Context: an optimization exercise on an open-source flow, tuned for small area. The choices shown serve that exercise and are no tape-out recipe.
Only simulation tests tie the RTL to the original design; equivalence was not proved.
Power and IR drop assume default switching activity.

`design/flow/run.sh`:
```
#!/bin/bash
# synth_recipe.tcl (not shown) runs the flow's synth.tcl, then flattens the netlist and writes it again
# the make line also repeats each setting of config.mk as NAME=value (left out here)
make -C /OpenROAD-flow-scripts/flow DESIGN_CONFIG=/design/flow/config.mk WORK_HOME=/design/flow/orfs CLKGATE_MAP_FILE= SYNTH_SCRIPT=/design/flow/synth_recipe.tcl finish
```
`design/flow/config.mk`:
```
export PLATFORM = sky130hd
export DESIGN_NAME = top
export DESIGN_NICKNAME = top
export VERILOG_FILES = /design/flow/design.v
export SDC_FILE = /design/flow/constraint.sdc
export NUM_CORES = 4
export LEC_CHECK = 0
export CAP_MARGIN = 20
export CORE_MARGIN = 2
export CORE_UTILIZATION = 40
export SLEW_MARGIN = 20
```
`design/flow/constraint.sdc`:
```
create_clock -name core_clock -period 10.0 [get_ports {clk}]
set_input_delay 2.0000 -clock core_clock [delete_from_list [all_inputs] [get_ports {clk}]]
set_output_delay 2.0000 -clock core_clock [all_outputs]
set_load 0.01 [all_outputs]
```
`design/flow/design.v`:
```
`timescale 1ns/1ns
`default_nettype none
module top (input wire clk,
	    input wire rst,
	    input wire mic_data_1,
	    input wire mic_data_2,
            output wire serial_tx,
	    output wire mic_clk_1,
	    output wire mic_clk_2,
            output wire serial_split);
wire [17:0] CIC_to_correlator_1;
wire [17:0] CIC_to_correlator_2;
wire correlated_data;
wire load_data_1;
wire load_data_2;
wire clk_3MHz;
wire pdm_ce;
assign mic_clk_1 = clk_3MHz;
assign mic_clk_2 = clk_3MHz;
assign serial_tx = correlated_data;
assign serial_split = correlated_data;
divider #(4) PDM1 ( .clk_in(clk), .rst(rst), .clk_out(clk_3MHz), .rise(pdm_ce));
CICfilter #(64) CIC1 ( .clk(clk), .ce(pdm_ce), .rst(rst), .d_in(mic_data_1), .d_out(CIC_to_correlator_1), .load(load_data_1));
CICfilter #(64) CIC2 ( .clk(clk), .ce(pdm_ce), .rst(rst), .d_in(mic_data_2), .d_out(CIC_to_correlator_2), .load(load_data_2));
lagcorrelator LAG1 ( .clk_in(clk), .rst(rst), .d_in_1(CIC_to_correlator_1), .d_in_2(CIC_to_correlator_2), .sample_ready(load_data_1), .data_out(correlated_data));
endmodule
module CICfilter #(parameter width = 64)
		       (input wire        clk,
			input wire        ce,
			input wire        rst,
			input wire        d_in,
			output reg [17:0] d_out,
		        output reg        load);
parameter decimation_ratio = 64;  
reg [width-1:0] d_tmp, d_d_tmp;
reg [width-1:0] d1;
reg [width-1:0] d2;
reg [width-1:0] d3;
reg [width-1:0] d4;
reg [width-1:0] d5;
reg [width-1:0] d6, d_d6;
reg [width-1:0] d7, d_d7;
reg [width-1:0] d8, d_d8;
reg [width-1:0] d9, d_d9;
reg [width-1:0] d10;
reg [15:0] count;
reg v_comb;   
always @(posedge clk)
begin
  if (rst)
  begin
    d1 <= 0;
    d2 <= 0;
    d3 <= 0;
    d4 <= 0;
    d5 <= 0;
    d_tmp <= 0;
    count <= 16'b0;
    load <= 1'b1;
    v_comb <= 1'b0;
  end else if (ce)
  begin
  d1 <= d1 + d_in;
  d2 <= d1 + d2;
  d3 <= d2 + d3;
  d4 <= d3 + d4;
  d5 <= d4 + d5;
  if (count == decimation_ratio - 1)
  begin
    count <= 16'b0;
    d_tmp <= d5;
    load <= 1'b0;  
    v_comb <= 1'b1;
  end else
  begin
    load <= 1'b1;
    count <= count + 16'd1;
    v_comb <= 1'b0;
  end
  end
end
always @(posedge clk)   
begin
  if (rst)
  begin
    d6 <= 0;
    d7 <= 0;
    d8 <= 0;
    d9 <= 0;
    d10 <= 0;
    d_d_tmp <= 0;
    d_d6 <= 0;
    d_d7 <= 0;
    d_d8 <= 0;
    d_d9 <= 0;
    d_out <= 18'b0;
  end else if (ce)
  begin
    if (v_comb)
    begin
      d_d_tmp <= d_tmp;
      d6 <= d_tmp - d_d_tmp;
      d_d6 <= d6;
      d7 <= d6 - d_d6;
      d_d7 <= d7;
      d8 <= d7 - d_d7;
      d_d8 <= d8;
      d9 <= d8 - d_d8;
      d_d9 <= d9;
      d10 <= d9 - d_d9;
      d_out <= d10[17:0];
    end
  end
end								
endmodule
module lagcorrelator( input  wire        clk_in,
		      input  wire        rst,
	              input  wire [17:0] d_in_1,
		      input  wire [17:0] d_in_2,
		      input  wire  sample_ready,
		      output wire      data_out);
reg [17:0] hold_1;
reg [17:0] hold_2;
reg [17:0] d1_1;
reg [17:0] d1_2;
reg [17:0] d1_3;
reg [17:0] d1_4;
reg [17:0] d1_5;
reg [17:0] d2_1;
reg [17:0] d2_2;
reg [17:0] d2_3;
reg [17:0] d2_4;
reg [17:0] d2_5;
reg [35:0] prod0;
reg [35:0] prod1;
reg [35:0] prod2;
reg [35:0] prod3;
reg [35:0] prod4;
reg [35:0] prod5;
reg [35:0] prod6;
reg [35:0] prod7;
reg [35:0] prod8;
reg [35:0] prod9;
reg [63:0] lags0;
reg [63:0] lags1;
reg [63:0] lags2;
reg [63:0] lags3;
reg [63:0] lags4;
reg [63:0] lags5;
reg [63:0] lags6;
reg [63:0] lags7;
reg [63:0] lags8;
reg [63:0] lags9;
reg [639:0] lagbuffer;
reg loaded;
reg [7:0] counter;  
reg [11:0] sample_counter;  
reg transfer_active;          
reg [9:0] transfer_counter;  
always @(posedge clk_in)
if (rst)
begin
  hold_1 <= 18'b0;
  hold_2 <= 18'b0;
  d1_1 <= 18'b0;
  d1_2 <= 18'b0;
  d1_3 <= 18'b0;
  d1_4 <= 18'b0;
  d1_5 <= 18'b0;
  d2_1 <= 18'b0;
  d2_2 <= 18'b0;
  d2_3 <= 18'b0;
  d2_4 <= 18'b0;
  d2_5 <= 18'b0;
  prod0 <= 36'b0;
  prod1 <= 36'b0;
  prod2 <= 36'b0;
  prod3 <= 36'b0;
  prod4 <= 36'b0;
  prod5 <= 36'b0;
  prod6 <= 36'b0;
  prod7 <= 36'b0;
  prod8 <= 36'b0;
  prod9 <= 36'b0;
  lags0 <= 64'b0;
  lags1 <= 64'b0;
  lags2 <= 64'b0;
  lags3 <= 64'b0;
  lags4 <= 64'b0;
  lags5 <= 64'b0;
  lags6 <= 64'b0;
  lags7 <= 64'b0;
  lags8 <= 64'b0;
  lags9 <= 64'b0;
  lagbuffer <= 640'b0;
  loaded <= 1'b0;
  counter <= 8'b0;
  sample_counter <= 12'b0;
  transfer_active <= 1'b0;
  transfer_counter <= 10'b0;
end else
begin
  counter <= counter + 1;
  if (sample_ready == 0 && loaded == 0)
  begin
    counter <= 0;  
    sample_counter <= sample_counter + 1;  
    hold_1 <= d_in_1;
    hold_2 <= d_in_2;
    loaded <= 1;
  end else if (counter == 1)
  begin
    d1_5 <= d1_4;
    d1_4 <= d1_3;
    d1_3 <= d1_2;
    d1_2 <= d1_1;
    d1_1 <= hold_1;
  end else if (counter == 2)
  begin
    prod9 <= d1_1 * d2_5;
    prod7 <= d1_2 * d2_4;
    prod5 <= d1_3 * d2_3;
    prod3 <= d1_4 * d2_2;
    prod1 <= d1_5 * d2_1;
  end else if (counter == 3)
  begin
    d2_5 <= d2_4;
    d2_4 <= d2_3;
    d2_3 <= d2_2;
    d2_2 <= d2_1;
    d2_1 <= hold_2;
  end else if (counter == 4)
  begin
    prod8 <= d1_1 * d2_5;
    prod6 <= d1_2 * d2_4;
    prod4 <= d1_3 * d2_3;
    prod2 <= d1_4 * d2_2;
    prod0 <= d1_5 * d2_1;
  end else if (counter == 5)
  begin
    lags9 <= lags9 + prod9;
    lags8 <= lags8 + prod8;
    lags7 <= lags7 + prod7;
    lags6 <= lags6 + prod6;
    lags5 <= lags5 + prod5;
    lags4 <= lags4 + prod4;
    lags3 <= lags3 + prod3;
    lags2 <= lags2 + prod2;
    lags1 <= lags1 + prod1;
    lags0 <= lags0 + prod0;
  end else if (counter == 100)
  begin
    loaded <= 0;
  end
  if (counter == 6 && sample_counter == 3125)  
  begin
    lagbuffer[639:576] <= lags9;
    lagbuffer[575:512] <= lags8;
    lagbuffer[511:448] <= lags7;
    lagbuffer[447:384] <= lags6;
    lagbuffer[383:320] <= lags5;
    lagbuffer[319:256] <= lags4;
    lagbuffer[255:192] <= lags3;
    lagbuffer[191:128] <= lags2;
    lagbuffer[127:64] <= lags1;
    lagbuffer[63:0] <= lags0;
  end else if (counter == 7 && sample_counter == 3125)
  begin
    lags9 <= 0;
    lags8 <= 0;
    lags7 <= 0;
    lags6 <= 0;
    lags5 <= 0;
    lags4 <= 0;
    lags3 <= 0;
    lags2 <= 0;
    lags1 <= 0;
    lags0 <= 0;
  end
  if (counter == 7 && sample_counter == 3125)
  begin
    transfer_active <= 1'b1;
    transfer_counter <= 1'b0;
  end
  if (transfer_active == 1)
  begin
    transfer_counter <= transfer_counter + 1;
  end
  if (transfer_counter == 640)
  begin
    transfer_active <= 0;
    transfer_counter <= 0;
    sample_counter <= 0;
  end
end
assign data_out = (transfer_active == 1 && transfer_counter < 640) ? lagbuffer[transfer_counter] : 1;
endmodule
module divider(input wire clk_in, input wire rst, output wire clk_out, output wire rise);
parameter M = 104;
localparam N = $clog2(M);
reg [N-1:0] divcounter;
always @(posedge clk_in)
  if (rst)
    divcounter <= 0;
  else
    divcounter <= (divcounter == M - 1) ? 0 : divcounter + 1;
assign clk_out = divcounter[N-1];
assign rise = (divcounter == (1 << (N-1)) - 1);
endmodule
```
==> summary.txt <==
## logic make-up (layout without fill, tap and decap cells)
kind of cell | after synthesis | in the layout
AOI/OAI and AO/OA | 4163 | 4163
xor gates and xnor gates | 920 | 920
adders and majority gates | 2540 | 2540
buffers and inverters | 3146 | 2623
DFF | 2537 | 2537
muxes | 376 | 376
other | 0 | 10
and+or+nand+nor | 8192 | 8192
## per-stage QoR
step,power [uW],instances
after floorplan,11000,21900
after CTS,22600,27300
after global placement,11200,26700
after global routing,23100,27300
after detailed placement,11200,26700
final,22400,27300
## power groups by stage
| stage | sequential [uW] | clock (uW) | combinational, uW |
|---|---|---|---|
| after floorplan | 10400 | 0 | 587 |
| after global placement | 10400 | 0 | 829 |
| after detailed placement | 10400 | 0 | 831 |
| after CTS | 10200 | 11600 | 834 |
| after global routing | 10200 | 12000 | 907 |
| final | 10200 | 11400 | 829 |
## final cells by class
| class | instances | area [um2] | share of cell area |
|---|---|---|---|
| clock inverter | 119 | 1460 | 0.00755 |
| antenna | 10 | 25.0 | 0.000130 |
| multi-input combinational | 16200 | 116000 | 0.600 |
| sequential | 2537 | 50800 | 0.263 |
| clock buffer | 424 | 8730 | 0.0452 |
| timing repair buffer | 170 | 1490 | 0.00772 |
| inverter | 1910 | 7170 | 0.0372 |
| tap | 5928 | 7420 | 0.0384 |
## registers in the layout, indices dropped and copies added, names as in the netlist, 64 cells and up
register	cells
LAG1.lags4	64
LAG1.lags2	64
LAG1.lags7	64
LAG1.lags9	64
LAG1.lags8	64
LAG1.lags0	64
LAG1.lags5	64
LAG1.lagbuffer	640
LAG1.lags1	64
LAG1.lags3	64
LAG1.lags6	64
## routing by layer
| metal | GRT usage | share of wire | vias up |
|---|---|---|---|
| met3 | 0.0283 | 0.058 | 654 |
| met4 | 0.0617 | 0.030 | 2 |
| met1 | 0.298 | 0.47 | 69800 |
| li1 | - | - | 70300 |
| met5 | 0 | 0.000026 | - |
| met2 | 0.342 | 0.45 | 3483 |
## cells in the mapped netlist (16+ instances only)
master        n  area [um2]
nor2b_1     147         920
a21o_1      367        2760
nand4_1     129         807
a41oi_1      16         140
a22oi_1      17         128
and4_1       26         228
o22ai_1      16         100
a311oi_1     17         149
a21boi_0     38         285
a21oi_1    2371       11900
fa_1       1308       26200
buf_2        19        95.1
and3_1      166        1040
o2111ai_1    28         245
xor2_1      336        2940
nor4_1       44         275
o21ai_0     503        2520
nor2_1     1126        4230
xnor2_1     584        5110
or2_2        51         319
or3_1       117         732
nor3b_1      26         195
a2111oi_0    25         219
and2_1      748        4680
nand3b_1     29         218
o21bai_1     78         586
nand2b_1     88         551
a31oi_1     127         795
a211oi_1    182        1370
o21a_1      102         766
nor3_1      240        1200
mux4_2      167        3760
nand2_1    4872       18300
mux2i_1     205        2050
inv_1      1910        7170
o211ai_1     55         413
ha_1       1232       15400
dfxtp_1    2537       50800
o31ai_1      24         180
a211o_1      26         228
clkbuf_1   1139        4280
nand3_1     335        1680
buf_1        70         263
## critical path, stage by stage, from the launching register on
cell	delay [ps]
dfxtp_4	800
buf_12	500
mux4_2	320
nor2b_1	120
a211oi_1	80
a311oi_1	810
a211oi_2	270
nor4_1	540
a211oi_1	90
o31ai_1	790
clkdlybuf4s50_1	690
## how the worst max path moves through the flow
stage                endpoint  cells past startpoint
2_1_floorplan  LAG1.prod0[34]                     26
3_3_place_gp        serial_tx                     10
5_1_grt          serial_split                     10
6_report         serial_split                     10
3_5_place_dp   LAG1.prod6[33]                     21
4_1_cts          serial_split                     10
==> key figures <==
GRT
  • GRT overflow: 0
  • Initial antenna violation count: 6
  • Vias in the first global route: 140000
  • All-layer global routing usage: 0.213
  • First-pass GRT wire length: 783 mm
  • Largest net degree at the start of global routing: 212

Critical path
  • R2R setup slack: 2700 ps
  • Reg-to-reg startpoint: LAG1.d2_3[3]
  • Reg2reg end: LAG1.prod5[34]
  • CP arrival: 6070 ps
  • Critical path endpoint category: output port
  • Crit Path Category: flop to output port
  • R2R depth: 22
  • Crit path launch: LAG1.transfer_counter[0]
  • CP max FO: 49
  • CP Data Required Time: 8000 ps
  • Startpoint types: flop

Floorplan
  • Ports: 8
  • Die Span Y: 672 um
  • Die X: 672 um
  • Core area: 0.444 mm2
  • Initial core utilization: 0.401
  • Rows: 245
  • DIE AREA: 0.451 mm2

Status
  • Status: complete, no violations

Hold path
  • Hold path depth: 2
  • Hold path endpoint: CIC2.d_out[14]
  • Hold Path Class: flop to flop
  • Hold_sp: CIC2.d10[14]

Clock network
  • CTS tree: built
  • Hold_buf cts: 0
  • H-tree level count: 5
  • Root buf cell: clkbuf_16
  • Post-CTS Setup Inserts: 0
  • Clk sink count: 2537
  • Clk slew on worst S/H paths: 60 ps
  • Clock buffer count from CTS: 302
  • Skew-Pair Late Insertion Delay: 950 ps
  • CTS max path bufs: 4
  • Post-CTS sizing: 0

Power
  • Reg power frac: 0.455
  • Sw Ratio: 0.238
  • Internal power: 17000 uW
  • Power share of the combinational group: 0.037
  • Leak Pwr: 0.0807 uW
  • Pwr Density: 116 mW/mm2
  • Clock share of power: 0.507
  • Switching power: 5340 uW
  • Peak VDD IR: 0.127 mV

Layout
  • Number of fill cells: 44600
  • Commonest non-fill, non-tap cell in the layout: nand2_1
  • Post-layout util: 0.434
  • Most frequent cells in the layout: 4867 x nand2_1, 2532 x dfxtp_1, 2371 x a21oi_1
  • Final instance area: 0.193 mm2
  • P&R area growth vs syn: 8.19%
  • Share of cells above drive strength 1: 0.0444
  • Nets: 23700

STA
  • Final worst path period share: 0.807
  • Final worst path period need: 8070 ps
  • Rel. slew slack: 0.0802
  • RSZ-0062 raised after global routing: false
  • Slew @ Worst Pin: 1380 ps
  • Setup TNS: 0 ps
  • Final WS setup: 1930 ps
  • Fin. Hold Viols: 0
  • Final Setup Violations: 0
  • Clock skew: 91.4 ps
  • Fmax: 124 MHz
  • Minimum hold slack: 416 ps
  • Final slew viol count: 0

Yosys
  • Mapped Cells: 21900
  • Number of synthesized flops with an enable pin: 0
  • Synth Area in Adders: 0.233
  • YS warnings: 3
  • Async SR Flop Fraction: 0
  • Post-Syn Nets: 24400
  • Synth Flop Type: dfxtp_1
  • Flops & latches, synth: 2537
  • Sequential share of the synthesized area: 0.285
  • Mux cell area share after synthesis: 0.0328
  • Synth Area in XOR/XNOR: 0.0452
  • Simple logic cell fraction of the synthesized area: 0.201
  • Post-synthesis compound-gate area fraction: 0.137
  • Mapped cell area: 0.178 mm2
  • Netlist cell types: 92
  • Main combinational cell family by area after synthesis: adder cells
  • Mean Syn Cell Area: 8.15 um2

Drt
  • Wire length per cell: 18.0 um
  • Via count: 144000
  • DRC Markers: 0
  • WL final: 492 mm
  • DR vias/cell: 5.28
  • DRT Pass-1 Iters: 8
  • 1st-iter DRT viols: 10100
  • ANT nets after route: 0

Run
  • Max-capacitance violation count: 0

Place
  • Post-DP HPWL: 346 mm
  • Placed cell area: 0.183 mm2
  • Buffers on Ports: 7
  • Global placer's final weighted congestion: 0.893
  • Dpl ws: 2770 ps

==> separate check: timing with driven ports <==
How much do the figures lean on ideal ports? The routed layout below was timed once more, with nothing changed but the port constraints.
Step 1, drivers: a clkbuf_16 drives clk and a buf_2 each remaining input, both assumed.
Step 2 moves the port delays by t, midway between the first and last clock arrival at a register: inputs arrive t later, outputs are due t later. That takes back most of the time a late clock gives input paths.
Slacks: ideal ports / drivers / drivers and shift; pairs: ideal ports / drivers.
shift t [ns]: 1.025
setup slack, ns: 1.931 / 1.812 / 2.704
latest minus earliest clock arrival (ns): 0.094 / 0.094
slew at the worst register clock pin (ns): 0.07 / 0.07
worst slew at a driven data input, ns: 0.08
After both steps this run still meets setup and hold. The setup slack of this run moves by -0.119 ns with the drivers and by +0.773 ns with both steps.
